Background: an optimization exercise with open tools, aiming at small area, a short achievable clock period and few clock cycles per item. Do not read the settings as production practice.
The RTL was checked by simulation tests, not by an equivalence proof against the original design.
Power is estimated from default activity; no workload was simulated.

==> flow/design.v, too long to show whole: its modules and the start of the top module <==
// module SMM1: 5204 lines
// module smm_fa: 4 lines
// module smm_ha: 4 lines
// module smm_nand2: 3 lines
// module smm_nor2: 3 lines
// module smm_nor2b: 3 lines
// module smm_and2: 3 lines
// module smm_or2: 3 lines
// module smm_xor2: 3 lines
// module smm_xnor2: 3 lines
// module smm_a21o: 3 lines
// module smm_xor3: 3 lines
// module smm_maj3: 3 lines
// module smm_inv: 3 lines
// module smm_buf: 3 lines
// module smm_a222oi: 3 lines
module SMM1 (
    input clk, rst,
    input [127:0] A, B,
    input load, sel,
    output [127:0] C_out,
    output reg done
);
  // ...
==> flow/flow/run.sh <==
#!/bin/bash
# Own layout flow: the standard flow, except that the netlist comes from a direct
# gate-level mapping of the design (flow/map.tcl: each smm_* gate module becomes its
# sky130 cell) instead of Yosys/ABC re-synthesis, so the compressor trees keep their
# timing-driven structure. Flip-flops get the standard synthesis's instance names.
# Ports are buffered with buf_4 cells (fast, and resizable within the buf family).
# Global routing reserves more of met1/met2 (flow/fastroute.tcl).
set -euo pipefail
cd "$(dirname "$0")/.."
W=$PWD
export FLOW_DIR=$W/flow
export MAPPED_V=$W/mapped.v
R=$W/orfs/results/$FLOW_PLATFORM/SMM1/base
YOSYS=yosys
if ! command -v yosys > /dev/null; then YOSYS=$FLOW_HOME/../tools/install/yosys/bin/yosys; fi

# 1. standard synthesis (its flip-flop names are kept)
bash standard.sh synth > $W/log_std_synth.txt 2>&1
cp $R/1_2_yosys.v $W/standard_1_2_yosys.v

# 2. gate-level mapping of the design
$YOSYS -c $FLOW_DIR/map.tcl > $W/log_yosys_map.txt 2>&1
python3 $FLOW_DIR/rename.py $W/standard_1_2_yosys.v $MAPPED_V > $W/mapped_renamed.v 2> $W/log_rename.txt

# 3. the standard flow from this netlist
cp $W/mapped_renamed.v $R/1_2_yosys.v
rm -f $R/1_synth.odb
export FASTROUTE_TCL=$FLOW_DIR/fastroute.tcl
BUFFER_PORTS_ARGS="-buffer_cell sky130_fd_sc_hd__buf_4" bash standard.sh > $W/log_std_finish.txt 2>&1
==> flow/flow/cellmap.v <==
// Maps each smm_* gate module of the design to its sky130_fd_sc_hd cell.
module smm_fa (input a, b, c, output s, co);
    sky130_fd_sc_hd__fa_1 _TECHMAP_REPLACE_ (.A(a), .B(b), .CIN(c), .SUM(s), .COUT(co));
endmodule
module smm_ha (input a, b, output s, co);
    sky130_fd_sc_hd__ha_1 _TECHMAP_REPLACE_ (.A(a), .B(b), .SUM(s), .COUT(co));
endmodule
module smm_nand2 (input a, b, output y);
    sky130_fd_sc_hd__nand2_1 _TECHMAP_REPLACE_ (.A(a), .B(b), .Y(y));
endmodule
module smm_nor2 (input a, b, output y);
    sky130_fd_sc_hd__nor2_1 _TECHMAP_REPLACE_ (.A(a), .B(b), .Y(y));
endmodule
module smm_nor2b (input a, bn, output y);
    sky130_fd_sc_hd__nor2b_1 _TECHMAP_REPLACE_ (.A(a), .B_N(bn), .Y(y));
endmodule
module smm_and2 (input a, b, output y);
    sky130_fd_sc_hd__and2_1 _TECHMAP_REPLACE_ (.A(a), .B(b), .X(y));
endmodule
module smm_or2 (input a, b, output y);
    sky130_fd_sc_hd__or2_1 _TECHMAP_REPLACE_ (.A(a), .B(b), .X(y));
endmodule
module smm_xor2 (input a, b, output y);
    sky130_fd_sc_hd__xor2_1 _TECHMAP_REPLACE_ (.A(a), .B(b), .X(y));
endmodule
module smm_xnor2 (input a, b, output y);
    sky130_fd_sc_hd__xnor2_1 _TECHMAP_REPLACE_ (.A(a), .B(b), .Y(y));
endmodule
module smm_inv (input a, output y);
    sky130_fd_sc_hd__inv_1 _TECHMAP_REPLACE_ (.A(a), .Y(y));
endmodule
module smm_buf (input a, output y);
    sky130_fd_sc_hd__buf_1 _TECHMAP_REPLACE_ (.A(a), .X(y));
endmodule
module smm_a21o (input a1, a2, b1, output y);
    sky130_fd_sc_hd__a21o_1 _TECHMAP_REPLACE_ (.A1(a1), .A2(a2), .B1(b1), .X(y));
endmodule
module smm_a222oi (input a1, a2, b1, b2, c1, c2, output y);
    sky130_fd_sc_hd__a222oi_1 _TECHMAP_REPLACE_ (.A1(a1), .A2(a2), .B1(b1), .B2(b2), .C1(c1), .C2(c2), .Y(y));
endmodule
module smm_xor3 (input a, b, c, output y);
    sky130_fd_sc_hd__xor3_1 _TECHMAP_REPLACE_ (.A(a), .B(b), .C(c), .X(y));
endmodule
module smm_maj3 (input a, b, c, output y);
    sky130_fd_sc_hd__maj3_1 _TECHMAP_REPLACE_ (.A(a), .B(b), .C(c), .X(y));
endmodule
==> flow/flow/fastroute.tcl <==
# Global routing: reserve more of met1 and met2 (pin access, power rails) than the
# platform's default 20%, so global routes go up to met3/met4 and detailed routing
# converges on this pin-dense design.
set_global_routing_layer_adjustment met1 0.6
set_global_routing_layer_adjustment met2 0.35
set_global_routing_layer_adjustment met3-$::env(MAX_ROUTING_LAYER) 0.2

set_routing_layers -clock $::env(MIN_CLK_ROUTING_LAYER)-$::env(MAX_ROUTING_LAYER)
set_routing_layers -signal $::env(MIN_ROUTING_LAYER)-$::env(MAX_ROUTING_LAYER)
==> flow/flow/map.tcl <==
# Gate-level synthesis of the design: every smm_* gate module instance becomes its
# sky130 cell (flow/cellmap.v); registers map to flip-flops. No logic optimisation.
set lib $::env(FLOW_HOME)/platforms/sky130hd/lib/sky130_fd_sc_hd__tt_025C_1v80.lib
yosys read_liberty -lib $lib
yosys read_verilog -sv $::env(FLOW_DESIGN)
yosys hierarchy -check -top $::env(FLOW_TOP)
yosys proc
yosys opt_clean
yosys techmap -map $::env(FLOW_DIR)/cellmap.v
yosys hierarchy -top $::env(FLOW_TOP)
yosys flatten
yosys opt_clean -purge
yosys simplemap {t:$dff}
yosys dfflibmap -liberty $lib
yosys opt_clean -purge
yosys splitnets
yosys check -assert
yosys select -assert-none {t:* t:sky130_fd_sc_hd__* %d}
yosys stat -liberty $lib
yosys write_verilog -noattr -nohex -nodec $::env(MAPPED_V)
==> flow/flow/rename.py <==
#!/usr/bin/env python3
"""Give each flip-flop of the gate-level netlist the instance name the standard
synthesis gave the flip-flop of the same register (the register its Q net is named after).
usage: rename.py standard.v mapped.v > out.v"""
import re, sys
std, mapped = open(sys.argv[1]).read(), open(sys.argv[2]).read()
inst_re = re.compile(r'(sky130_fd_sc_hd__df\w+)\s+(\\\S+|\S+)\s*\((.*?)\);', re.S)
def q_net(body):
    m = re.search(r'\.Q\(\s*(.*?)\s*\)\s*(,|$)', body, re.S)
    return m.group(1).strip() if m else None
def key(name):
    # register name: instance name without the leading backslash and the $_..._ suffix
    return name.lstrip('\\').split('$')[0].strip()
std_names = {}
for m in inst_re.finditer(std):
    std_names[key(m.group(2))] = (m.group(1), m.group(2))
out = []
pos = 0
n = 0
for m in inst_re.finditer(mapped):
    qn = key(q_net(m.group(3)))
    if qn not in std_names:
        sys.exit("no standard flip-flop drives %s" % qn)
    typ, name = std_names.pop(qn)
    if typ != m.group(1):
        sys.exit("cell type differs for %s: %s vs %s" % (qn, typ, m.group(1)))
    out.append(mapped[pos:m.start(2)])
    out.append(name + " ")
    pos = m.end(2)
    n += 1
out.append(mapped[pos:])
if std_names:
    sys.exit("standard flip-flops not matched: %s" % list(std_names)[:5])
sys.stderr.write("renamed %d flip-flops\n" % n)
sys.stdout.write("".join(out))
==> flow/standard.sh <==
#!/bin/bash
# synth_recipe.tcl (not shown) runs the flow's synth.tcl, then flattens the netlist and writes it again
# the make line also repeats each setting of config.mk as NAME=value (left out here)
make -C /OpenROAD-flow-scripts/flow DESIGN_CONFIG=/design/flow/config.mk WORK_HOME=/design/flow/orfs CLKGATE_MAP_FILE= SYNTH_SCRIPT=/design/flow/synth_recipe.tcl "${@:-finish}"
==> flow/config.mk <==
export PLATFORM = sky130hd
export DESIGN_NAME = SMM1
export DESIGN_NICKNAME = SMM1
export VERILOG_FILES = /design/flow/design.v
export SDC_FILE = /design/flow/constraint.sdc
export NUM_CORES = 4
export LEC_CHECK = 0
export CAP_MARGIN = 20
export CORE_MARGIN = 2
export CORE_UTILIZATION = 40
export GPL_TIMING_DRIVEN = 0
export PLACE_DENSITY = 0.6
export SETUP_SLACK_MARGIN = 0.2
export SLEW_MARGIN = 20
export SYNTH_HIERARCHICAL = 1
export SYNTH_MINIMUM_KEEP_SIZE = 0
export TNS_END_PERCENT = 100
==> flow/constraint.sdc <==
create_clock -name core_clock -period 5.0 [get_ports {clk}]
set_input_delay 1.0000 -clock core_clock [delete_from_list [all_inputs] [get_ports {clk}]]
set_output_delay 1.0000 -clock core_clock [all_outputs]
set_load 0.01 [all_outputs]
==> run notes, run 1 <==
status no timing/DRC/antenna violations; post-place instance area 51700 sq um; drt pass-1 iters 5; pre-CTS setup slack -742 ps; hpwl dp 135 mm; # hold bufs at CTS 0; metal3 WL 49.9 mm; vias in the first global route 48500; root buf cell clkbuf_16; DRT antenna net count 0; fraction of area in multi-input gates 0.821; hold path start sel; PnR worst setup slack 154 ps; area share of fa/ha/maj cells after synthesis 0.554; cts repair resizes 84; CP Launch Type input port; Layout Cells excl Fill 6906; post-synthesis mux area share 0; Yosys top cell area share 0.554; ys flop type dfxtp_1; placed cells 6844; Cell Pwr Density 602 nW/um^2; CP peak stage delay 550 ps; final core utilization 0.463; synth cell count leaders 2304 x nand2_1, 1296 x fa_1, 976 x xnor2_1
Testbench counts, summed over its fixed seeds: cycles 1,928, items 1,920.
==> inputs of run 2 (changes only) <==
--- a/flow/design.v
+++ b/flow/design.v
@@ -616,7 +616,7 @@
     smm_fa u802 (.a(w788), .b(w652), .c(w792), .s(w800), .co(w801));
     smm_fa u806 (.a(w656), .b(w796), .c(w660), .s(w804), .co(w805));
     smm_fa u810 (.a(w800), .b(w804), .c(w664), .s(w808), .co(w809));
-    smm_or2 u813 (.a(w667), .b(w808), .y(w812));
+    smm_nor2 u813 (.a(w667), .b(w808), .y(w812));
     smm_xnor2 u815 (.a(w667), .b(w808), .y(w814));
     smm_xnor2 u874 (.a(w14), .b(w28), .y(w873));
     smm_xnor2 u877 (.a(w40), .b(w50), .y(w876));
@@ -672,7 +672,7 @@
     smm_xnor2 u1027 (.a(w801), .b(w1023), .y(w1026));
     smm_xnor2 u1030 (.a(w1026), .b(w805), .y(w1029));
     smm_xnor2 u1033 (.a(w1029), .b(w809), .y(w1032));
-    smm_xnor2 u1036 (.a(w1032), .b(w812), .y(w1035));
+    smm_xor2 u1036 (.a(w1032), .b(w812), .y(w1035));
     smm_nand2 u1039 (.a(A[0]), .b(B[8]), .y(w1038));
     smm_nand2 u1041 (.a(A[0]), .b(B[9]), .y(w1040));
     smm_nand2 u1043 (.a(A[0]), .b(B[10]), .y(w1042));
@@ -908,7 +908,7 @@
     smm_fa u1840 (.a(w1826), .b(w1690), .c(w1830), .s(w1838), .co(w1839));
     smm_fa u1844 (.a(w1694), .b(w1834), .c(w1698), .s(w1842), .co(w1843));
     smm_fa u1848 (.a(w1838), .b(w1842), .c(w1702), .s(w1846), .co(w1847));
-    smm_or2 u1851 (.a(w1705), .b(w1846), .y(w1850));
+    smm_nor2 u1851 (.a(w1705), .b(w1846), .y(w1850));
     smm_xnor2 u1853 (.a(w1705), .b(w1846), .y(w1852));
     smm_xnor2 u1912 (.a(w1052), .b(w1066), .y(w1911));
     smm_xnor2 u1915 (.a(w1078), .b(w1088), .y(w1914));
@@ -964,7 +964,7 @@
     smm_xnor2 u2065 (.a(w1839), .b(w2061), .y(w2064));
     smm_xnor2 u2068 (.a(w2064), .b(w1843), .y(w2067));
     smm_xnor2 u2071 (.a(w2067), .b(w1847), .y(w2070));
-    smm_xnor2 u2074 (.a(w2070), .b(w1850), .y(w2073));
+    smm_xor2 u2074 (.a(w2070), .b(w1850), .y(w2073));
     smm_nand2 u2077 (.a(A[0]), .b(B[16]), .y(w2076));
     smm_nand2 u2079 (.a(A[0]), .b(B[17]), .y(w2078));
     smm_nand2 u2081 (.a(A[0]), .b(B[18]), .y(w2080));
@@ -1200,7 +1200,7 @@
     smm_fa u2878 (.a(w2864), .b(w2728), .c(w2868), .s(w2876), .co(w2877));
     smm_fa u2882 (.a(w2732), .b(w2872), .c(w2736), .s(w2880), .co(w2881));
     smm_fa u2886 (.a(w2876), .b(w2880), .c(w2740), .s(w2884), .co(w2885));
-    smm_or2 u2889 (.a(w2743), .b(w2884), .y(w2888));
+    smm_nor2 u2889 (.a(w2743), .b(w2884), .y(w2888));
     smm_xnor2 u2891 (.a(w2743), .b(w2884), .y(w2890));
     smm_xnor2 u2950 (.a(w2090), .b(w2104), .y(w2949));
     smm_xnor2 u2953 (.a(w2116), .b(w2126), .y(w2952));
@@ -1256,7 +1256,7 @@
     smm_xnor2 u3103 (.a(w2877), .b(w3099), .y(w3102));
     smm_xnor2 u3106 (.a(w3102), .b(w2881), .y(w3105));
     smm_xnor2 u3109 (.a(w3105), .b(w2885), .y(w3108));
-    smm_xnor2 u3112 (.a(w3108), .b(w2888), .y(w3111));
+    smm_xor2 u3112 (.a(w3108), .b(w2888), .y(w3111));
     smm_nand2 u3115 (.a(A[0]), .b(B[24]), .y(w3114));
     smm_nand2 u3117 (.a(A[0]), .b(B[25]), .y(w3116));
     smm_nand2 u3119 (.a(A[0]), .b(B[26]), .y(w3118));
@@ -1492,7 +1492,7 @@
     smm_fa u3916 (.a(w3902), .b(w3766), .c(w3906), .s(w3914), .co(w3915));
     smm_fa u3920 (.a(w3770), .b(w3910), .c(w3774), .s(w3918), .co(w3919));
     smm_fa u3924 (.a(w3914), .b(w3918), .c(w3778), .s(w3922), .co(w3923));
-    smm_or2 u3927 (.a(w3781), .b(w3922), .y(w3926));
+    smm_nor2 u3927 (.a(w3781), .b(w3922), .y(w3926));
     smm_xnor2 u3929 (.a(w3781), .b(w3922), .y(w3928));
     smm_xnor2 u3988 (.a(w3128), .b(w3142), .y(w3987));
     smm_xnor2 u3991 (.a(w3154), .b(w3164), .y(w3990));
@@ -1548,7 +1548,7 @@
     smm_xnor2 u4141 (.a(w3915), .b(w4137), .y(w4140));
     smm_xnor2 u4144 (.a(w4140), .b(w3919), .y(w4143));
     smm_xnor2 u4147 (.a(w4143), .b(w3923), .y(w4146));
-    smm_xnor2 u4150 (.a(w4146), .b(w3926), .y(w4149));
+    smm_xor2 u4150 (.a(w4146), .b(w3926), .y(w4149));
     smm_nand2 u4153 (.a(A[32]), .b(B[0]), .y(w4152));
     smm_nand2 u4155 (.a(A[32]), .b(B[1]), .y(w4154));
     smm_nand2 u4157 (.a(A[32]), .b(B[2]), .y(w4156));
@@ -1784,7 +1784,7 @@
     smm_fa u4954 (.a(w4940), .b(w4804), .c(w4944), .s(w4952), .co(w4953));
     smm_fa u4958 (.a(w4808), .b(w4948), .c(w4812), .s(w4956), .co(w4957));
     smm_fa u4962 (.a(w4952), .b(w4956), .c(w4816), .s(w4960), .co(w4961));
-    smm_or2 u4965 (.a(w4819), .b(w4960), .y(w4964));
+    smm_nor2 u4965 (.a(w4819), .b(w4960), .y(w4964));
     smm_xnor2 u4967 (.a(w4819), .b(w4960), .y(w4966));
     smm_xnor2 u5026 (.a(w4166), .b(w4180), .y(w5025));
     smm_xnor2 u5029 (.a(w4192), .b(w4202), .y(w5028));
@@ -1840,7 +1840,7 @@
     smm_xnor2 u5179 (.a(w4953), .b(w5175), .y(w5178));
     smm_xnor2 u5182 (.a(w5178), .b(w4957), .y(w5181));
     smm_xnor2 u5185 (.a(w5181), .b(w4961), .y(w5184));
-    smm_xnor2 u5188 (.a(w5184), .b(w4964), .y(w5187));
+    smm_xor2 u5188 (.a(w5184), .b(w4964), .y(w5187));
     smm_nand2 u5191 (.a(A[32]), .b(B[8]), .y(w5190));
     smm_nand2 u5193 (.a(A[32]), .b(B[9]), .y(w5192));
     smm_nand2 u5195 (.a(A[32]), .b(B[10]), .y(w5194));
@@ -2076,7 +2076,7 @@
     smm_fa u5992 (.a(w5978), .b(w5842), .c(w5982), .s(w5990), .co(w5991));
     smm_fa u5996 (.a(w5846), .b(w5986), .c(w5850), .s(w5994), .co(w5995));
     smm_fa u6000 (.a(w5990), .b(w5994), .c(w5854), .s(w5998), .co(w5999));
-    smm_or2 u6003 (.a(w5857), .b(w5998), .y(w6002));
+    smm_nor2 u6003 (.a(w5857), .b(w5998), .y(w6002));
     smm_xnor2 u6005 (.a(w5857), .b(w5998), .y(w6004));
     smm_xnor2 u6064 (.a(w5204), .b(w5218), .y(w6063));
     smm_xnor2 u6067 (.a(w5230), .b(w5240), .y(w6066));
@@ -2132,7 +2132,7 @@
     smm_xnor2 u6217 (.a(w5991), .b(w6213), .y(w6216));
     smm_xnor2 u6220 (.a(w6216), .b(w5995), .y(w6219));
     smm_xnor2 u6223 (.a(w6219), .b(w5999), .y(w6222));
-    smm_xnor2 u6226 (.a(w6222), .b(w6002), .y(w6225));
+    smm_xor2 u6226 (.a(w6222), .b(w6002), .y(w6225));
     smm_nand2 u6229 (.a(A[32]), .b(B[16]), .y(w6228));
     smm_nand2 u6231 (.a(A[32]), .b(B[17]), .y(w6230));
     smm_nand2 u6233 (.a(A[32]), .b(B[18]), .y(w6232));
@@ -2368,7 +2368,7 @@
     smm_fa u7030 (.a(w7016), .b(w6880), .c(w7020), .s(w7028), .co(w7029));
     smm_fa u7034 (.a(w6884), .b(w7024), .c(w6888), .s(w7032), .co(w7033));
     smm_fa u7038 (.a(w7028), .b(w7032), .c(w6892), .s(w7036), .co(w7037));
-    smm_or2 u7041 (.a(w6895), .b(w7036), .y(w7040));
+    smm_nor2 u7041 (.a(w6895), .b(w7036), .y(w7040));
     smm_xnor2 u7043 (.a(w6895), .b(w7036), .y(w7042));
     smm_xnor2 u7102 (.a(w6242), .b(w6256), .y(w7101));
     smm_xnor2 u7105 (.a(w6268), .b(w6278), .y(w7104));
@@ -2424,7 +2424,7 @@
     smm_xnor2 u7255 (.a(w7029), .b(w7251), .y(w7254));
     smm_xnor2 u7258 (.a(w7254), .b(w7033), .y(w7257));
     smm_xnor2 u7261 (.a(w7257), .b(w7037), .y(w7260));
-    smm_xnor2 u7264 (.a(w7260), .b(w7040), .y(w7263));
+    smm_xor2 u7264 (.a(w7260), .b(w7040), .y(w7263));
     smm_nand2 u7267 (.a(A[32]), .b(B[24]), .y(w7266));
     smm_nand2 u7269 (.a(A[32]), .b(B[25]), .y(w7268));
     smm_nand2 u7271 (.a(A[32]), .b(B[26]), .y(w7270));
@@ -2660,7 +2660,7 @@
     smm_fa u8068 (.a(w8054), .b(w7918), .c(w8058), .s(w8066), .co(w8067));
     smm_fa u8072 (.a(w7922), .b(w8062), .c(w7926), .s(w8070), .co(w8071));
     smm_fa u8076 (.a(w8066), .b(w8070), .c(w7930), .s(w8074), .co(w8075));
-    smm_or2 u8079 (.a(w7933), .b(w8074), .y(w8078));
+    smm_nor2 u8079 (.a(w7933), .b(w8074), .y(w8078));
     smm_xnor2 u8081 (.a(w7933), .b(w8074), .y(w8080));
     smm_xnor2 u8140 (.a(w7280), .b(w7294), .y(w8139));
     smm_xnor2 u8143 (.a(w7306), .b(w7316), .y(w8142));
@@ -2716,7 +2716,7 @@
     smm_xnor2 u8293 (.a(w8067), .b(w8289), .y(w8292));
     smm_xnor2 u8296 (.a(w8292), .b(w8071), .y(w8295));
     smm_xnor2 u8299 (.a(w8295), .b(w8075), .y(w8298));
-    smm_xnor2 u8302 (.a(w8298), .b(w8078), .y(w8301));
+    smm_xor2 u8302 (.a(w8298), .b(w8078), .y(w8301));
     smm_nand2 u8305 (.a(A[64]), .b(B[0]), .y(w8304));
     smm_nand2 u8307 (.a(A[64]), .b(B[1]), .y(w8306));
     smm_nand2 u8309 (.a(A[64]), .b(B[2]), .y(w8308));
@@ -2952,7 +2952,7 @@
     smm_fa u9106 (.a(w9092), .b(w8956), .c(w9096), .s(w9104), .co(w9105));
     smm_fa u9110 (.a(w8960), .b(w9100), .c(w8964), .s(w9108), .co(w9109));
     smm_fa u9114 (.a(w9104), .b(w9108), .c(w8968), .s(w9112), .co(w9113));
-    smm_or2 u9117 (.a(w8971), .b(w9112), .y(w9116));
+    smm_nor2 u9117 (.a(w8971), .b(w9112), .y(w9116));
     smm_xnor2 u9119 (.a(w8971), .b(w9112), .y(w9118));
     smm_xnor2 u9178 (.a(w8318), .b(w8332), .y(w9177));
     smm_xnor2 u9181 (.a(w8344), .b(w8354), .y(w9180));
@@ -3008,7 +3008,7 @@
     smm_xnor2 u9331 (.a(w9105), .b(w9327), .y(w9330));
     smm_xnor2 u9334 (.a(w9330), .b(w9109), .y(w9333));
     smm_xnor2 u9337 (.a(w9333), .b(w9113), .y(w9336));
-    smm_xnor2 u9340 (.a(w9336), .b(w9116), .y(w9339));
+    smm_xor2 u9340 (.a(w9336), .b(w9116), .y(w9339));
     smm_nand2 u9343 (.a(A[64]), .b(B[8]), .y(w9342));
     smm_nand2 u9345 (.a(A[64]), .b(B[9]), .y(w9344));
     smm_nand2 u9347 (.a(A[64]), .b(B[10]), .y(w9346));
@@ -3244,7 +3244,7 @@
     smm_fa u10144 (.a(w10130), .b(w9994), .c(w10134), .s(w10142), .co(w10143));
     smm_fa u10148 (.a(w9998), .b(w10138), .c(w10002), .s(w10146), .co(w10147));
     smm_fa u10152 (.a(w10142), .b(w10146), .c(w10006), .s(w10150), .co(w10151));
-    smm_or2 u10155 (.a(w10009), .b(w10150), .y(w10154));
+    smm_nor2 u10155 (.a(w10009), .b(w10150), .y(w10154));
     smm_xnor2 u10157 (.a(w10009), .b(w10150), .y(w10156));
     smm_xnor2 u10216 (.a(w9356), .b(w9370), .y(w10215));
     smm_xnor2 u10219 (.a(w9382), .b(w9392), .y(w10218));
@@ -3300,7 +3300,7 @@
     smm_xnor2 u10369 (.a(w10143), .b(w10365), .y(w10368));
     smm_xnor2 u10372 (.a(w10368), .b(w10147), .y(w10371));
     smm_xnor2 u10375 (.a(w10371), .b(w10151), .y(w10374));
-    smm_xnor2 u10378 (.a(w10374), .b(w10154), .y(w10377));
+    smm_xor2 u10378 (.a(w10374), .b(w10154), .y(w10377));
     smm_nand2 u10381 (.a(A[64]), .b(B[16]), .y(w10380));
     smm_nand2 u10383 (.a(A[64]), .b(B[17]), .y(w10382));
     smm_nand2 u10385 (.a(A[64]), .b(B[18]), .y(w10384));
@@ -3536,7 +3536,7 @@
     smm_fa u11182 (.a(w11168), .b(w11032), .c(w11172), .s(w11180), .co(w11181));
     smm_fa u11186 (.a(w11036), .b(w11176), .c(w11040), .s(w11184), .co(w11185));
     smm_fa u11190 (.a(w11180), .b(w11184), .c(w11044), .s(w11188), .co(w11189));
-    smm_or2 u11193 (.a(w11047), .b(w11188), .y(w11192));
+    smm_nor2 u11193 (.a(w11047), .b(w11188), .y(w11192));
     smm_xnor2 u11195 (.a(w11047), .b(w11188), .y(w11194));
     smm_xnor2 u11254 (.a(w10394), .b(w10408), .y(w11253));
     smm_xnor2 u11257 (.a(w10420), .b(w10430), .y(w11256));
@@ -3592,7 +3592,7 @@
     smm_xnor2 u11407 (.a(w11181), .b(w11403), .y(w11406));
     smm_xnor2 u11410 (.a(w11406), .b(w11185), .y(w11409));
     smm_xnor2 u11413 (.a(w11409), .b(w11189), .y(w11412));
-    smm_xnor2 u11416 (.a(w11412), .b(w11192), .y(w11415));
+    smm_xor2 u11416 (.a(w11412), .b(w11192), .y(w11415));
     smm_nand2 u11419 (.a(A[64]), .b(B[24]), .y(w11418));
     smm_nand2 u11421 (.a(A[64]), .b(B[25]), .y(w11420));
     smm_nand2 u11423 (.a(A[64]), .b(B[26]), .y(w11422));
@@ -3828,7 +3828,7 @@
     smm_fa u12220 (.a(w12206), .b(w12070), .c(w12210), .s(w12218), .co(w12219));
     smm_fa u12224 (.a(w12074), .b(w12214), .c(w12078), .s(w12222), .co(w12223));
     smm_fa u12228 (.a(w12218), .b(w12222), .c(w12082), .s(w12226), .co(w12227));
-    smm_or2 u12231 (.a(w12085), .b(w12226), .y(w12230));
+    smm_nor2 u12231 (.a(w12085), .b(w12226), .y(w12230));
     smm_xnor2 u12233 (.a(w12085), .b(w12226), .y(w12232));
     smm_xnor2 u12292 (.a(w11432), .b(w11446), .y(w12291));
     smm_xnor2 u12295 (.a(w11458), .b(w11468), .y(w12294));
@@ -3884,7 +3884,7 @@
     smm_xnor2 u12445 (.a(w12219), .b(w12441), .y(w12444));
     smm_xnor2 u12448 (.a(w12444), .b(w12223), .y(w12447));
     smm_xnor2 u12451 (.a(w12447), .b(w12227), .y(w12450));
-    smm_xnor2 u12454 (.a(w12450), .b(w12230), .y(w12453));
+    smm_xor2 u12454 (.a(w12450), .b(w12230), .y(w12453));
     smm_nand2 u12457 (.a(A[96]), .b(B[0]), .y(w12456));
     smm_nand2 u12459 (.a(A[96]), .b(B[1]), .y(w12458));
     smm_nand2 u12461 (.a(A[96]), .b(B[2]), .y(w12460));
@@ -4120,7 +4120,7 @@
     smm_fa u13258 (.a(w13244), .b(w13108), .c(w13248), .s(w13256), .co(w13257));
     smm_fa u13262 (.a(w13112), .b(w13252), .c(w13116), .s(w13260), .co(w13261));
     smm_fa u13266 (.a(w13256), .b(w13260), .c(w13120), .s(w13264), .co(w13265));
-    smm_or2 u13269 (.a(w13123), .b(w13264), .y(w13268));
+    smm_nor2 u13269 (.a(w13123), .b(w13264), .y(w13268));
     smm_xnor2 u13271 (.a(w13123), .b(w13264), .y(w13270));
     smm_xnor2 u13330 (.a(w12470), .b(w12484), .y(w13329));
     smm_xnor2 u13333 (.a(w12496), .b(w12506), .y(w13332));
@@ -4176,7 +4176,7 @@
     smm_xnor2 u13483 (.a(w13257), .b(w13479), .y(w13482));
     smm_xnor2 u13486 (.a(w13482), .b(w13261), .y(w13485));
     smm_xnor2 u13489 (.a(w13485), .b(w13265), .y(w13488));
-    smm_xnor2 u13492 (.a(w13488), .b(w13268), .y(w13491));
+    smm_xor2 u13492 (.a(w13488), .b(w13268), .y(w13491));
     smm_nand2 u13495 (.a(A[96]), .b(B[8]), .y(w13494));
     smm_nand2 u13497 (.a(A[96]), .b(B[9]), .y(w13496));
     smm_nand2 u13499 (.a(A[96]), .b(B[10]), .y(w13498));
@@ -4412,7 +4412,7 @@
     smm_fa u14296 (.a(w14282), .b(w14146), .c(w14286), .s(w14294), .co(w14295));
     smm_fa u14300 (.a(w14150), .b(w14290), .c(w14154), .s(w14298), .co(w14299));
     smm_fa u14304 (.a(w14294), .b(w14298), .c(w14158), .s(w14302), .co(w14303));
-    smm_or2 u14307 (.a(w14161), .b(w14302), .y(w14306));
+    smm_nor2 u14307 (.a(w14161), .b(w14302), .y(w14306));
     smm_xnor2 u14309 (.a(w14161), .b(w14302), .y(w14308));
     smm_xnor2 u14368 (.a(w13508), .b(w13522), .y(w14367));
     smm_xnor2 u14371 (.a(w13534), .b(w13544), .y(w14370));
@@ -4468,7 +4468,7 @@
     smm_xnor2 u14521 (.a(w14295), .b(w14517), .y(w14520));
     smm_xnor2 u14524 (.a(w14520), .b(w14299), .y(w14523));
     smm_xnor2 u14527 (.a(w14523), .b(w14303), .y(w14526));
-    smm_xnor2 u14530 (.a(w14526), .b(w14306), .y(w14529));
+    smm_xor2 u14530 (.a(w14526), .b(w14306), .y(w14529));
     smm_nand2 u14533 (.a(A[96]), .b(B[16]), .y(w14532));
     smm_nand2 u14535 (.a(A[96]), .b(B[17]), .y(w14534));
     smm_nand2 u14537 (.a(A[96]), .b(B[18]), .y(w14536));
@@ -4704,7 +4704,7 @@
     smm_fa u15334 (.a(w15320), .b(w15184), .c(w15324), .s(w15332), .co(w15333));
     smm_fa u15338 (.a(w15188), .b(w15328), .c(w15192), .s(w15336), .co(w15337));
     smm_fa u15342 (.a(w15332), .b(w15336), .c(w15196), .s(w15340), .co(w15341));
-    smm_or2 u15345 (.a(w15199), .b(w15340), .y(w15344));
+    smm_nor2 u15345 (.a(w15199), .b(w15340), .y(w15344));
     smm_xnor2 u15347 (.a(w15199), .b(w15340), .y(w15346));
     smm_xnor2 u15406 (.a(w14546), .b(w14560), .y(w15405));
     smm_xnor2 u15409 (.a(w14572), .b(w14582), .y(w15408));
@@ -4760,7 +4760,7 @@
     smm_xnor2 u15559 (.a(w15333), .b(w15555), .y(w15558));
     smm_xnor2 u15562 (.a(w15558), .b(w15337), .y(w15561));
     smm_xnor2 u15565 (.a(w15561), .b(w15341), .y(w15564));
-    smm_xnor2 u15568 (.a(w15564), .b(w15344), .y(w15567));
+    smm_xor2 u15568 (.a(w15564), .b(w15344), .y(w15567));
     smm_nand2 u15571 (.a(A[96]), .b(B[24]), .y(w15570));
     smm_nand2 u15573 (.a(A[96]), .b(B[25]), .y(w15572));
     smm_nand2 u15575 (.a(A[96]), .b(B[26]), .y(w15574));
@@ -4996,7 +4996,7 @@
     smm_fa u16372 (.a(w16358), .b(w16222), .c(w16362), .s(w16370), .co(w16371));
     smm_fa u16376 (.a(w16226), .b(w16366), .c(w16230), .s(w16374), .co(w16375));
     smm_fa u16380 (.a(w16370), .b(w16374), .c(w16234), .s(w16378), .co(w16379));
-    smm_or2 u16383 (.a(w16237), .b(w16378), .y(w16382));
+    smm_nor2 u16383 (.a(w16237), .b(w16378), .y(w16382));
     smm_xnor2 u16385 (.a(w16237), .b(w16378), .y(w16384));
     smm_xnor2 u16444 (.a(w15584), .b(w15598), .y(w16443));
     smm_xnor2 u16447 (.a(w15610), .b(w15620), .y(w16446));
@@ -5052,7 +5052,7 @@
     smm_xnor2 u16597 (.a(w16371), .b(w16593), .y(w16596));
     smm_xnor2 u16600 (.a(w16596), .b(w16375), .y(w16599));
     smm_xnor2 u16603 (.a(w16599), .b(w16379), .y(w16602));
-    smm_xnor2 u16606 (.a(w16602), .b(w16382), .y(w16605));
+    smm_xor2 u16606 (.a(w16602), .b(w16382), .y(w16605));
     assign prod[0] = w298;
     assign prod[1] = w329;
     assign prod[2] = w377;
@@ -5240,6 +5240,9 @@
 module smm_maj3 (input a, b, c, output y);
     assign y = (a & b) | (a & c) | (b & c);
 endmodule
+module smm_a22oi (input a1, a2, b1, b2, output y);
+    assign y = ~((a1 & a2) | (b1 & b2));
+endmodule
 module smm_inv (input a, output y);
     assign y = ~a;
 endmodule
--- a/flow/config.mk
+++ b/flow/config.mk
@@ -7,9 +7,9 @@
 export LEC_CHECK = 0
 export CAP_MARGIN = 20
 export CORE_MARGIN = 2
-export CORE_UTILIZATION = 40
+export CORE_UTILIZATION = 50
 export GPL_TIMING_DRIVEN = 0
-export PLACE_DENSITY = 0.6
+export PLACE_DENSITY = 0.7
 export SETUP_SLACK_MARGIN = 0.2
 export SLEW_MARGIN = 20
 export SYNTH_HIERARCHICAL = 1
==> run notes, run 2 <==
Hold WC Path Type input port to flop (unchanged); syn nets 6487 (unchanged); die span in y 310 um (was 346 um); most common library cell in the layout ignoring fill and taps nand2_1 (unchanged); Yosys top cell area share 0.554 (about the same); Post-Syn Instances 4931 (unchanged); Cell Pwr Density 577 nW/um^2 (was 602 nW/um^2); CTS Sinks 130 (unchanged); maximum VDD drop 0.546 mV (was 1.34 mV); RSZ-0062 raised after global routing true (unchanged); grt total ovfl 0 (unchanged); number of flip-flops in the largest register 128 (unchanged); Max Slew Vio Count 0 (unchanged); Worst-Margin Slew 672 ps (was 800 ps); vias in the first global route 49500 (was 48500); chip width 310 um (was 346 um); MaxCap Viol Count 0 (unchanged); H-Tree Depth 4 (unchanged); DRC violations left 0 (unchanged); Yosys cell types 9 (was 8); P&R area growth vs syn 12.1% (was 14.9%); share of cells above drive strength 1 0.0787 (was 0.0826); GR Util met2 0.693 (was 0.582); ys flop type dfxtp_1 (unchanged); total track usage 0.576 (was 0.473); Syn Area/Cell 9.49 sq um (was 9.50 sq um); Largest regs C_q: 128 flops, done: 1 flops, sel_q: 1 flops (unchanged); number of synthesized register bits 130 (unchanged); Max Clock Freq 210 MHz (was 206 MHz); overall routed net length 203 mm (was 213 mm); Via density 6.16 (was 5.83); status no timing/DRC/antenna violations (unchanged); CP Launch Type input port (unchanged); PnR Total Power 0.0302 W (was 0.0324 W); Worst Setup End Kind flop (unchanged); synth cell count leaders 2304 x nand2_1, 1296 x fa_1, 960 x xnor2_1 (was 2304 x nand2_1, 1296 x fa_1, 976 x xnor2_1); met3 Usage GRT 0.525 (was 0.414); CTS Buffer Depth 2 (unchanged); I/O pin count 389 (unchanged); top post-synthesis cells by area fa_1 55%, nand2_1 18%, xnor2_1 18%, dfxtp_1 5.6%, or2_1 1.1% (was fa_1 55%, nand2_1 18%, xnor2_1 18%, dfxtp_1 5.6%, or2_1 1.3%); drt pass-1 iters 5 (unchanged); min cycle time layout 4760 ps (was 4850 ps); Worst Path Arrival 5180 ps (was 5240 ps); Critical Path Fanout Max 28 (was 20); row count 112 (was 125); area leader, netlist fa_1 (unchanged); post-CTS setup buffer count 0 (unchanged); PortBufs 388 (unchanged); Vias 41000 (was 40200); Pleak 18.4 nW (was 18.8 nW); nets 6895 (was 6903); synthesized area 46800 sq um (about the same); most frequent cells in the layout 2304 x nand2_1, 1296 x fa_1, 960 x xnor2_1, 296 x buf_4, 129 x dfxtp_1 (was 2304 x nand2_1, 1289 x fa_1, 970 x xnor2_1, 270 x buf_4, 129 x dfxtp_1); die area 96000 sq um (was 120000 sq um); largest net degree at the start of global routing 62 (was 55); most common cell in the netlist nand2_1 (unchanged); 1st-iter DRT viols 1961 (was 1688); initial antenna violation count 50 (was 26); register area share after synthesis 0.0556 (about the same); Final Hold Fails 0 (unchanged); CTS tree built (unchanged); hold worst-path end sel_q (unchanged); DRT antenna net count 0 (unchanged); met1 GRT Util 0.645 (was 0.594); WP data required 5420 ps (was 5400 ps); CTS Buf Count 17 (unchanged); root buf cell clkbuf_16 (unchanged); final setup TNS 0 ps (unchanged); WS Path Type input port to flop (unchanged); Setup Viol. Count Final 0 (unchanged); WL/cell 30.5 um (was 30.9 um); # hold bufs at CTS 0 (unchanged); hpwl dp 125 mm (was 135 mm); Post-synth EDFFs 0 (unchanged); asr flop ratio synth 0 (unchanged); clock transition at the registers of the reported paths 70 ps (about the same); CORE AREA 93000 sq um (was 116000 sq um); global-route wire length before repair 304 mm (was 310 mm); Top reg by flops C_q (unchanged); RD Place Congestion 1.01 (was 0.994); Rel. slew slack 0.549 (was 0.463); final period utilization 0.952 (was 0.969); hold path depth 1 (unchanged); hold path start sel (unchanged); Starting Density 0.503 (was 0.403); synth warn 7 (unchanged); Top Usage Layer GRT met2 (was met1)
[run 2: changes by cell type in the layout (fill, tap and decap cells not counted), sizes merged, moves of 5 or more]
cell      delta
diode       +30
xnor2       -16
xor2        +16
clkinvlp     +6
or2         -16
nor2        +16
clkbuf       -5
[run 2: Yosys stat by module, one instance, submodules excluded]
module     flops+latches  times used
smm_nor2               0         112
smm_or2                0          80
smm_xnor2              0         960
smm_nor2b              0           1
SMM1                 130           1
smm_inv                0          32
smm_nand2              0        2304
smm_fa                 0        1296
smm_xor2               0          16
[run 2: kinds of logic (layout without fill, tap and decap cells)]
kind of cell	count (synthesis)	after routing	synth area share
AND/OR/NAND/NOR	2497	2497	0.205
adder cells (fa/ha/maj)	1296	1296	0.554
XOR/XNOR	976	976	0.183
flip-flops	130	130	0.0556
buffers and inverters	32	453	0.00257
other	0	52	0
[run 2: through the flow]
step	std cells	instance area, sq um	utilization	setup slack [ps]	hold WS [ps]
2_1_floorplan	4931	46800	-	448	1030
3_3_place_gp	6573	51300	0.551	-375	1100
3_5_place_dp	6574	51300	0.551	-449	1110
4_1_cts	6606	51900	0.558	181	569
5_1_grt	6632	52400	0.563	190	547
6_report	6658	52500	0.564	239	575
[run 2: what timing repair did]
action,CTS,global route
hold endpoints to repair,0,0
endpoints found under the setup margin,13,26
gates resized for setup,16,125
[run 2: routing by layer]
layer	part of all wire	wire length, um	vias up
met4	0.11	22200	82
met5	0.010	2080	-
li1	-	-	15700
met3	0.22	45200	1551
met2	0.40	81100	4200
met1	0.26	52200	19500
[run 2: power by group]
part / internal [W] / switching (W)
Combinational: 0.0131 / 0.0136
Sequential: 0.00200 / 0.000165
Clock: 0.000693 / 0.000678
Total: 0.0158 / 0.0144
[run 2: layout make-up]
class / count / area [sq um]
Multi-Input combinational cell: 4769 / 44100
Timing Repair Buffer: 389 / 3400
Clock inverter: 13 / 113
Fill cell: 8287 / 40600
Antenna cell: 52 / 130
Clock buffer: 19 / 443
Sequential cell: 130 / 2610
Inverter: 32 / 120
Tap cell: 1254 / 1570
[run 2: worst max-delay path, cell delays in order]
cell     delay [ps]
buf_6           350
nand2_1         140
fa_1            430
fa_1            470
fa_1            530
fa_1            480
fa_1            420
fa_1            520
fa_1            460
nor2_1          130
xor2_1          240
[run 2: worst max path at each step]
stage                     endpoint  cells past startpoint  startpoint  slack [ps]
after CTS                  C_q[39]                     11       A[41]         180
after detailed placement   C_q[39]                     11       A[40]        -450
final                      C_q[39]                     11       A[41]         240
after global routing        C_q[7]                     11        A[3]         190
after global placement     C_q[87]                     11       A[64]        -370
after floorplan           C_q[103]                     10       B[34]         450
Testbench counts of run 2, summed over its fixed seeds: cycles 1,928, items 1,920.
==> inputs of run 3 (changes only) <==
--- a/flow/flow/run.sh
+++ b/flow/flow/run.sh
@@ -26,4 +26,6 @@
 cp $W/mapped_renamed.v $R/1_2_yosys.v
 rm -f $R/1_synth.odb
 export FASTROUTE_TCL=$FLOW_DIR/fastroute.tcl
+# after global placement, output port buffers become buf_1 (flow/post_gpl.tcl)
+export POST_GLOBAL_PLACE_TCL=$FLOW_DIR/post_gpl.tcl
 BUFFER_PORTS_ARGS="-buffer_cell sky130_fd_sc_hd__buf_4" bash standard.sh > $W/log_std_finish.txt 2>&1
==> flow/flow/post_gpl.tcl (new file) <==
# Output ports drive only the port's load, so their port buffers can be the
# smallest buffer; input port buffers keep the size the flow gave them.
set n 0
foreach inst [get_cells output*] {
  set m [get_property $inst ref_name]
  if {[string match "sky130_fd_sc_hd__buf_*" $m] && $m ne "sky130_fd_sc_hd__buf_1"} {
    replace_cell $inst sky130_fd_sc_hd__buf_1
    incr n
  }
}
puts "post_gpl: $n output port buffers set to buf_1"
==> run notes, run 3 <==
status no timing/DRC/antenna violations (unchanged); CTS Buffer Depth 2 (unchanged); MaxCap Viol Count 0 (unchanged); Critical Path Fanout Max 32 (was 28); DRC violations left 0 (unchanged); initial antenna violation count 48 (was 50); Slowest cell on crit path fa_1 (unchanged); maximum VDD drop 0.605 mV (was 0.546 mV); synth cell count leaders 2304 x nand2_1, 1296 x fa_1, 960 x xnor2_1 (unchanged); syn nets 6487 (unchanged); Clk pwr share 0.048 (was 0.045); Pleak 17.9 nW (was 18.4 nW); CTS Sinks 130 (unchanged); ys flop type dfxtp_1 (unchanged); Syn Area/Cell 9.49 sq um (unchanged); CTS Buf Count 17 (unchanged); final setup TNS 0 ps (unchanged); overall routed net length 203 mm (about the same); hold path start sel (unchanged); WP data required 5440 ps (was 5420 ps); RSZ-0062 raised after global routing true (unchanged); pre-CTS setup slack -441 ps (was -449 ps); CP peak stage delay 530 ps (about the same); Vias 40800 (was 41000); synthesized area 46800 sq um (unchanged); area leader, netlist fa_1 (unchanged); Yosys cell types 9 (unchanged); hold path depth 1 (unchanged); Cell Int Power 0.0156 W (was 0.0158 W); cells along the critical path buf_8, nand2_1, fa_1, fa_1, fa_1, fa_1, fa_1, fa_1, fa_1, xnor2_1, xor2_1 (was buf_6, nand2_1, fa_1, fa_1, fa_1, fa_1, fa_1, fa_1, fa_1, nor2_1, xor2_1); Levels on crit path 11 (unchanged); CTS tree built (unchanged); 1st-iter DRT viols 2068 (was 1961); chip width 310 um (unchanged); share of cells above drive strength 1 0.0546 (was 0.0787); Setup Viol. Count Final 0 (unchanged); DRT antenna net count 0 (unchanged); Top reg by flops C_q (unchanged); Max Clock Freq 211 MHz (was 210 MHz); Largest regs C_q: 128 flops, done: 1 flops, sel_q: 1 flops (unchanged); grt total ovfl 0 (unchanged); Gate power share 0.880 (was 0.883); register area share after synthesis 0.0556 (unchanged); asr flop ratio synth 0 (unchanged); NetSw 0.0145 W (was 0.0144 W); Switching Share 0.481 (was 0.477); most used cell, CP fa_1 (unchanged); WS Path Type input port to flop (unchanged); Cell Pwr Density 579 nW/um^2 (was 577 nW/um^2); largest net degree at the start of global routing 62 (unchanged); total track usage 0.578 (was 0.576); Starting Density 0.503 (unchanged); H-Tree Depth 4 (unchanged); Via density 6.14 (was 6.16); WL/cell 30.5 um (about the same); Final Hold Fails 0 (unchanged); Rel. slew slack 0.400 (was 0.549); die span in y 310 um (unchanged); hpwl dp 125 mm (about the same); row count 112 (unchanged); CP Launch Type input port (unchanged); critical path's top delay family adder cells (unchanged); WP buf/inv 1 (unchanged); I/O pin count 389 (unchanged); fillers 8341 (was 8287); hold worst-path end sel_q (unchanged); PortBufs 388 (unchanged); synth warn 7 (unchanged); Max Slew Vio Count 0 (unchanged); sequential share of power 0.072 (about the same); PnR worst setup slack 261 ps (was 239 ps); min cycle time layout 4740 ps (was 4760 ps); Yosys top cell area share 0.554 (unchanged); die area 96000 sq um (unchanged); Hold WC Path Type input port to flop (unchanged); post-CTS setup buffer count 0 (unchanged); Worst Setup End Kind flop (unchanged); clock transition at the registers of the reported paths 80 ps (was 70 ps); most common cell in the netlist nand2_1 (unchanged); root buf cell clkbuf_16 (unchanged); # hold bufs at CTS 0 (unchanged); most common library cell in the layout ignoring fill and taps nand2_1 (unchanged); most frequent cells in the layout 2304 x nand2_1, 1296 x fa_1, 960 x xnor2_1, 164 x buf_4 (was 2304 x nand2_1, 1296 x fa_1, 960 x xnor2_1, 296 x buf_4, 129 x dfxtp_1); nets 6895 (unchanged); final period utilization 0.948 (was 0.952); drt pass-1 iters 8 (was 5); number of synthesized register bits 130 (unchanged); Worst Path Arrival 5180 ps (about the same); vias in the first global route 48900 (was 49500); P&R area growth vs syn 11.1% (was 12.1%); Worst-Margin Slew 893 ps (was 672 ps); top post-synthesis cells by area fa_1 55%, nand2_1 18%, xnor2_1 18%, dfxtp_1 5.6%, or2_1 1.1% (unchanged); Post-Syn Instances 4931 (unchanged); CORE AREA 93000 sq um (unchanged); global-route wire length before repair 303 mm (was 304 mm); Post-synth EDFFs 0 (unchanged); number of flip-flops in the largest register 128 (unchanged)
run 3: modules after synthesis (local to each module, per instance):
module | cells inside | times used | flops+latches | cell area, sq um
smm_nor2 | 1 | 112 | 0 | 3.75
smm_or2 | 1 | 80 | 0 | 6.26
SMM1 | 130 | 1 | 130 | 2600
smm_nor2b | 1 | 1 | 0 | 13.8
smm_xnor2 | 1 | 960 | 0 | 8.76
smm_xor2 | 1 | 16 | 0 | 8.76
smm_fa | 1 | 1296 | 0 | 20.0
smm_nand2 | 1 | 2304 | 0 | 3.75
smm_inv | 1 | 32 | 0 | 3.75
run 3: worst max-delay path by stage:
stage | from | end | slack (ps)
after floorplan | B[34] | C_q[103] | 450
after global placement | A[64] | C_q[87] | -370
after detailed placement | A[48] | C_q[39] | -440
after CTS | A[33] | C_q[39] | 190
after global routing | A[24] | C_q[7] | 170
final | A[40] | C_q[39] | 260
run 3: cell type report:
class	instances	area (sq um)	share of cell area
Sequential cell	130	2610	0.0501
Inverter	32	120	0.00231
Antenna cell	30	75.1	0.00144
Clock buffer	20	457	0.00879
Multi-Input combinational cell	4769	44100	0.848
Timing Repair Buffer	389	2950	0.0567
Tap cell	1254	1570	0.0302
Clock inverter	12	133	0.00255
run 3: power groups by stage:
stage / combinational (W) / clock [W] / sequential (W)
2_1_floorplan: 0.0201 / 0 / 0.00212
3_3_place_gp: 0.0258 / 0 / 0.00219
3_5_place_dp: 0.0260 / 0 / 0.00218
4_1_cts: 0.0262 / 0.00144 / 0.00217
5_1_grt: 0.0291 / 0.00152 / 0.00222
6_report: 0.0265 / 0.00143 / 0.00217
run 3: cells by family (layout without fill, tap and decap cells):
kind of cell | after synthesis | in the layout | share of synthesized area
and+or+nand+nor | 2497 | 2497 | 0.205
DFF | 130 | 130 | 0.0556
buffers and inverters | 32 | 453 | 0.00257
adders and majority gates | 1296 | 1296 | 0.554
other | 0 | 30 | 0
xor gates and xnor gates | 976 | 976 | 0.183
run 3: repair_timing:
action                                  4_1_cts  5_1_grt
resized for setup                            15      136
endpoints found under the setup margin       10       28
cloned                                        0        0
run 3: through the flow:
stage | utilization | instance area, sq um | power [W] | std cells | hold WS, ps
CTS | 0.553 | 51500 | 0.0298 | 6606 | 559
global route | 0.558 | 52000 | 0.0329 | 6628 | 560
detailed placement | 0.546 | 50800 | 0.0281 | 6574 | 1110
global placement | 0.551 | 51300 | 0.0280 | 6573 | 1100
floorplan | - | 46800 | 0.0222 | 4931 | 1030
finish | 0.559 | 52000 | 0.0301 | 6636 | 577
run 3: routing by layer:
layer | part of all wire | global-route usage | vias up
met2 | 0.39 | 0.696 | 4223
met5 | 0.011 | 0.194 | -
met1 | 0.25 | 0.639 | 19200
met4 | 0.12 | 0.461 | 85
met3 | 0.23 | 0.533 | 1588
li1 | - | - | 15600
==> inputs of run 4 (changes only) <==
--- a/flow/config.mk
+++ b/flow/config.mk
@@ -10,7 +10,7 @@
 export CORE_UTILIZATION = 50
 export GPL_TIMING_DRIVEN = 0
 export PLACE_DENSITY = 0.7
-export SETUP_SLACK_MARGIN = 0.2
+export SETUP_SLACK_MARGIN = 0.4
 export SLEW_MARGIN = 20
 export SYNTH_HIERARCHICAL = 1
 export SYNTH_MINIMUM_KEEP_SIZE = 0
==> run notes, run 4 <==
status no timing/DRC/antenna violations (unchanged); DRT antenna net count 0 (unchanged); min cycle time layout 4620 ps (was 4740 ps); post-synthesis mux area share 0 (unchanged); Starting Density 0.503 (unchanged); most common library cell in the layout ignoring fill and taps nand2_1 (unchanged); hold path start sel (unchanged); RSZ-0062 raised after global routing true (unchanged); total track usage 0.575 (was 0.578); synth cell count leaders 2304 x nand2_1, 1296 x fa_1, 960 x xnor2_1 (unchanged); Hold WC Path Type input port to flop (unchanged); vias in the first global route 49000 (was 48900); register area share after synthesis 0.0556 (unchanged); chip width 310 um (unchanged); final setup TNS 0 ps (unchanged); Worst Setup End Kind flop (unchanged); area share of fa/ha/maj cells after synthesis 0.554 (unchanged); Syn Area/Cell 9.49 sq um (unchanged); grt total ovfl 0 (unchanged); Setup Viol. Count Final 0 (unchanged); hold path depth 1 (unchanged); number of synthesized register bits 130 (unchanged); clock transition at the registers of the reported paths 80 ps (about the same); Post-Synth XOR/XNOR Area 0.183 (unchanged); WL/cell 34.1 um (was 30.5 um); sequential share of power 0.070 (was 0.072); Synth Area in Simple Gates 0.205 (unchanged); area leader, netlist fa_1 (unchanged); most common cell in the netlist nand2_1 (unchanged); maximum VDD drop 0.690 mV (was 0.605 mV); H-Tree Depth 4 (unchanged); Register Area 2610 sq um (unchanged); Worst-Margin Slew 665 ps (was 893 ps); 1st-iter DRT viols 2526 (was 2068); syn nets 6487 (unchanged); synth warn 7 (unchanged); Largest regs C_q: 128 flops, done: 1 flops, sel_q: 1 flops (unchanged); CP Launch Type input port (unchanged); Cell Int Power 0.0162 W (was 0.0156 W); ys flop type dfxtp_1 (unchanged); Post-synth EDFFs 0 (unchanged); Final Hold Fails 0 (unchanged); global-route wire length before repair 302 mm (was 303 mm); Multi-input gate area 44100 sq um (about the same); Pleak 18.8 nW (was 17.9 nW); overall routed net length 227 mm (was 203 mm); final core utilization 0.580 (was 0.559); die area 96000 sq um (unchanged); CTS tree built (unchanged); drt pass-1 iters 8 (unchanged); MaxCap Viol Count 0 (unchanged); die span in y 310 um (unchanged); CTS Buf Count 17 (unchanged); WP data required 5440 ps (about the same); Switching Share 0.481 (about the same); CTS Sinks 130 (unchanged); PortBufs 388 (unchanged); WS Path Type input port to flop (unchanged); row count 112 (unchanged); asr flop ratio synth 0 (unchanged); Yosys top cell area share 0.554 (unchanged); Gate power share 0.884 (was 0.880); number of flip-flops in the largest register 128 (unchanged); hpwl dp 125 mm (unchanged); Top reg by flops C_q (unchanged); Max Slew Vio Count 0 (unchanged); CORE AREA 93000 sq um (unchanged); Rel. slew slack 0.554 (was 0.400); root buf cell clkbuf_16 (unchanged); hold worst-path end sel_q (unchanged); Worst Path Arrival 5060 ps (was 5180 ps); Yosys cell types 9 (unchanged); P&R area growth vs syn 15.4% (was 11.1%); final period utilization 0.924 (was 0.948); Max Clock Freq 217 MHz (was 211 MHz); share of cells above drive strength 1 0.0630 (was 0.0546); NetSw 0.0150 W (was 0.0145 W); top post-synthesis cells by area fa_1 55%, nand2_1 18%, xnor2_1 18%, dfxtp_1 5.6%, or2_1 1.1% (unchanged); CTS Buffer Depth 2 (unchanged); largest net degree at the start of global routing 62 (unchanged); Clk pwr share 0.046 (was 0.048); Cell Pwr Density 579 nW/um^2 (about the same); nets 6925 (was 6895); DRC violations left 0 (unchanged); Post-Syn Instances 4931 (unchanged); largest family of logic cells by synthesized area adder cells (unchanged); synthesized area 46800 sq um (unchanged); Via density 6.33 (was 6.14); fillers 8064 (was 8341); Vias 42300 (was 40800); most frequent cells in the layout 2304 x nand2_1, 1286 x fa_1, 954 x xnor2_1, 135 x buf_4 (was 2304 x nand2_1, 1296 x fa_1, 960 x xnor2_1, 164 x buf_4); Synth Area in Compound Gates 0 (unchanged); Critical Path Fanout Max 20 (was 32); I/O pin count 389 (unchanged); initial antenna violation count 50 (was 48)
-- run 4: cell counts after synthesis --
Identical to the previous run, type by type.
-- run 4: modules after synthesis (local to each module, per instance) --
module	copies in the design	flip-flops and latches
SMM1	1	130
smm_fa	1296	0
smm_nor2b	1	0
smm_xnor2	960	0
smm_xor2	16	0
smm_or2	80	0
smm_inv	32	0
smm_nand2	2304	0
smm_nor2	112	0
-- run 4: stage by stage --
stage | area (sq um) | worst slack, ps | instances | hold WS, ps | power, W
2_1_floorplan | 46800 | 448 | 4931 | 1030 | 0.0222
3_3_place_gp | 51300 | -375 | 6573 | 1100 | 0.0280
6_report | 54000 | 381 | 6678 | 569 | 0.0313
4_1_cts | 52000 | 375 | 6606 | 559 | 0.0299
5_1_grt | 54000 | 333 | 6671 | 564 | 0.0337
3_5_place_dp | 50800 | -441 | 6574 | 1110 | 0.0281
-- run 4: how the worst max path moves through the flow --
stage / startpoint / end
2_1_floorplan: B[34] / C_q[103]
3_3_place_gp: A[64] / C_q[87]
3_5_place_dp: A[48] / C_q[39]
4_1_cts: B[34] / C_q[39]
5_1_grt: A[105] / C_q[111]
6_report: A[115] / C_q[111]
-- run 4: power by group through the flow --
stage	Combinational, W	Clock [W]	Sequential [W]
2_1_floorplan	0.0201	0	0.00212
3_3_place_gp	0.0258	0	0.00219
5_1_grt	0.0300	0.00151	0.00222
4_1_cts	0.0262	0.00144	0.00217
3_5_place_dp	0.0260	0	0.00218
6_report	0.0276	0.00145	0.00218
-- run 4: what timing repair did --
action | in CTS | in global routing
pin swaps | 0 | 4
hold buffers | 0 | 0
endpoints found under the setup margin | 32 | 25
buffers inserted | 0 | 0
gates resized for setup | 150 | 261
gates cloned | 0 | 30
-- run 4: cell families after synthesis --
group | Yosys count
fa+ha+maj | 1296
flops | 130
xor+xnor | 976
buf+inv | 32
simple gates | 2497
-- run 4: routing by layer --
layer,global-route usage,wire length [um],up-vias
li1,-,-,15800
met3,0.523,53300,1951
met5,0.196,3890,-
met2,0.694,84300,4687
met1,0.643,55000,19700
met4,0.463,31000,143
-- run 4: cell type report --
type / instances / area share
multi-input combinational: 4769 / 0.818
timing repair buffer: 419 / 0.0900
sequential: 130 / 0.0483
tap: 1254 / 0.0291
clock buffer: 20 / 0.00846
clock inverter: 12 / 0.00246
inverter: 32 / 0.00222
antenna: 42 / 0.00195
-- run 4: worst max-delay path, stage by stage --
cell,delay [ps]
buf_8,310
nand2_1,120
fa_1,520
fa_1,450
fa_1,420
fa_1,420
fa_1,470
fa_1,420
fa_1,420
xnor2_1,300
xor2_1,190
==> inputs of run 5 (changes only) <==
--- a/flow/config.mk
+++ b/flow/config.mk
@@ -10,7 +10,7 @@
 export CORE_UTILIZATION = 50
 export GPL_TIMING_DRIVEN = 0
 export PLACE_DENSITY = 0.7
-export SETUP_SLACK_MARGIN = 0.4
+export SETUP_SLACK_MARGIN = 0.1
 export SLEW_MARGIN = 20
 export SYNTH_HIERARCHICAL = 1
 export SYNTH_MINIMUM_KEEP_SIZE = 0
==> run notes, run 5 <==
Post-synth EDFFs 0 (unchanged); Cell Pwr Density 581 nW/um^2 (was 579 nW/um^2); Min Hold Slack 561 ps (was 569 ps); die area 96000 sq um (unchanged); Crit. Startpoint A[42] (was A[115]); initial antenna violation count 50 (unchanged); ys flop type dfxtp_1 (unchanged); Final Hold Fails 0 (unchanged); root buf cell clkbuf_16 (unchanged); PortBufs 388 (unchanged); row count 112 (unchanged); area leader, netlist fa_1 (unchanged); asr flop ratio synth 0 (unchanged); area share of fa/ha/maj cells after synthesis 0.554 (unchanged); syn nets 6487 (unchanged); largest net degree at the start of global routing 62 (unchanged); most common library cell in the layout ignoring fill and taps nand2_1 (unchanged); total track usage 0.578 (was 0.575); # hold bufs at CTS 0 (unchanged); number of synthesized register bits 130 (unchanged); synth warn 7 (unchanged); pre-CTS setup slack -441 ps (unchanged); crit path to C_q[39] (was C_q[111]); MaxCap Viol Count 0 (unchanged); global-route wire length before repair 303 mm (was 302 mm); Rel. slew slack 0.378 (was 0.554); WP data required 5450 ps (was 5440 ps); min cycle time layout 4860 ps (was 4620 ps); DRT antenna net count 0 (unchanged); PnR Total Power 0.0300 W (was 0.0313 W); H-Tree Depth 4 (unchanged); most frequent cells in the layout 2304 x nand2_1, 1296 x fa_1, 960 x xnor2_1, 212 x buf_4 (was 2304 x nand2_1, 1286 x fa_1, 954 x xnor2_1, 135 x buf_4); I/O pin count 389 (unchanged); Synth Area in Compound Gates 0 (unchanged); status no timing/DRC/antenna violations (unchanged); Hold WC Path Type input port to flop (unchanged); WS Path Type input port to flop (unchanged); Pleak 17.8 nW (was 18.8 nW); clock transition at the registers of the reported paths 80 ps (about the same); Yosys cell types 9 (unchanged); CTS Buf Count 17 (unchanged); Synth Area in Simple Gates 0.205 (unchanged); fillers 8363 (was 8064); Max Slew Vio Count 0 (unchanged); 1st-iter DRT viols 2048 (was 2526); Starting Density 0.503 (unchanged); hpwl dp 125 mm (unchanged); Post-Syn Instances 4931 (unchanged); Top reg by flops C_q (unchanged); Syn Area/Cell 9.49 sq um (unchanged); top post-synthesis cells by area fa_1 55%, nand2_1 18%, xnor2_1 18%, dfxtp_1 5.6%, or2_1 1.1% (unchanged); die span in y 310 um (unchanged); P&R area growth vs syn 10.4% (was 15.4%); most common cell in the netlist nand2_1 (unchanged); CTS Buffer Depth 2 (unchanged); grt total ovfl 0 (unchanged); WL/cell 30.7 um (was 34.1 um); Worst Path Arrival 5310 ps (was 5060 ps); Critical Path Fanout Max 24 (was 20); CTS tree built (unchanged); nets 6895 (was 6925); maximum VDD drop 0.606 mV (was 0.690 mV); CTS Sinks 130 (unchanged); Post-Synth XOR/XNOR Area 0.183 (unchanged); Vias 41000 (was 42300); post-synthesis mux area share 0 (unchanged); register area share after synthesis 0.0556 (unchanged); DRC violations left 0 (unchanged); Setup Viol. Count Final 0 (unchanged); Yosys top cell area share 0.554 (unchanged); synthesized area 46800 sq um (unchanged); Worst Setup End Kind flop (unchanged); share of cells above drive strength 1 0.0546 (was 0.0630); Worst-Margin Slew 927 ps (was 665 ps); chip width 310 um (unchanged); overall routed net length 204 mm (was 227 mm); Largest regs C_q: 128 flops, done: 1 flops, sel_q: 1 flops (unchanged); cts repair resizes 1 (was 150); Via density 6.18 (was 6.33); drt pass-1 iters 6 (was 8); largest family of logic cells by synthesized area adder cells (unchanged); PnR worst setup slack 137 ps (was 381 ps); Max Clock Freq 206 MHz (was 217 MHz); final period utilization 0.973 (was 0.924); CORE AREA 93000 sq um (unchanged); post-CTS setup buffer count 0 (unchanged); CP Launch Type input port (unchanged); number of flip-flops in the largest register 128 (unchanged); hold path start sel (unchanged); vias in the first global route 49100 (was 49000); RSZ-0062 raised after global routing true (unchanged); synth cell count leaders 2304 x nand2_1, 1296 x fa_1, 960 x xnor2_1 (unchanged)
run 5: changes by cell type in the layout (fill, tap and decap cells not counted), moves of 11 or more:
cell / before / now
buf_4: 135 / 212
clkbuf_16: 47 / 17
buf_12: 46 / 0
buf_16: 43 / 1
buf_6: 9 / 42
buf_8: 27 / 3
diode_2: 42 / 31
run 5: where the power goes:
group	switching, W	internal, W	total [W]
sequential	0.000171	0.00200	0.00217
clock	0.000683	0.000758	0.00144
combinational	0.0136	0.0128	0.0264
total	0.0144	0.0156	0.0300
run 5: metal layers:
layer	global-route usage	up-vias	wire, um
li1	-	15600	-
met5	0.190	-	2060
met4	0.463	106	22700
met1	0.641	19400	51600
met3	0.534	1601	47000
met2	0.696	4260	80300
run 5: worst min path at each step:
stage / end / slack [ps] / depth (start not counted)
global placement: sel_q / 1100 / 1
CTS: sel_q / 560 / 1
floorplan: sel_q / 1030 / 0
detailed placement: sel_q / 1110 / 1
finish: sel_q / 560 / 1
global route: sel_q / 550 / 1
run 5: cell families after synthesis:
logic type                 count (synthesis)
and+or+nand+nor                         2497
adders and majority gates               1296
xor gates and xnor gates                 976
DFF                                      130
buffers and inverters                     32
run 5: cell type report:
type                       instances  area [sq um]  share of cell area
clock buffer                      20           457             0.00884
sequential                       130          2610              0.0504
timing repair buffer             389          2650              0.0513
clock inverter                    12           133             0.00257
antenna                           31          77.6             0.00150
tap                             1254          1570              0.0304
inverter                          32           120             0.00232
multi-input combinational       4769         44100               0.853
run 5: worst max-delay path, stage by stage:
cell and delay [ps]:
buf_4 450, nand2_1 160, fa_1 590, fa_1 440, fa_1 410, fa_1 450
fa_1 420, fa_1 470, fa_1 420, xnor2_1 220, xor2_1 270
run 5: Yosys stat by module, one instance, submodules excluded, excerpt:
module	cells	copies in the design	cell area [sq um]	flip-flops and latches
SMM1	130	1	2600	130
smm_nor2b	1	1	13.8	0
smm_xnor2	1	960	8.76	0
smm_xor2	1	16	8.76	0
smm_nor2	1	112	3.75	0
smm_fa	1	1296	20.0	0
run 5: through the flow:
stage,util,std cells,setup TNS [ps],area (sq um)
after floorplan,-,4931,0,46800
after global placement,0.551,6573,-8140,51300
final,0.555,6637,0,51700
after CTS,0.553,6606,0,51400
after detailed placement,0.546,6574,-9560,50800
after global routing,0.555,6623,0,51600

[port drivers added, routing unchanged]
How much do the figures lean on ideal ports? The routed layouts below were timed once more, with nothing changed but the port constraints. Step 1 sets driving cells, clkbuf_16 on the clock port and buf_2 on the other inputs (assumed; they add their load-dependent delay and slew). Step 2, shift: input delay + t, output delay - t, t = (earliest + latest rising clock arrival at the registers) / 2. This alone moves slack from input paths to output paths. Three values: ideal, step 1, step 2; two values: the first two.
run	t, ns	setup WS [ns]	worst data-port slew with drivers (ns)
run 1	0.629	0.154 / 0.040 / -0.589	0.30
run 2	0.595	0.239 / 0.262 / -0.333	0.22
run 3	0.593	0.261 / 0.280 / -0.314	0.21
run 4	0.603	0.381 / 0.166 / -0.437	0.43
run 5	0.609	0.137 / 0.185 / -0.425	0.21
Met with ideal ports but missed after step 2: setup timing in every run listed. The setup slack of run 4, which loses most, moves by -0.215 ns with the drivers and by -0.818 ns with both steps.
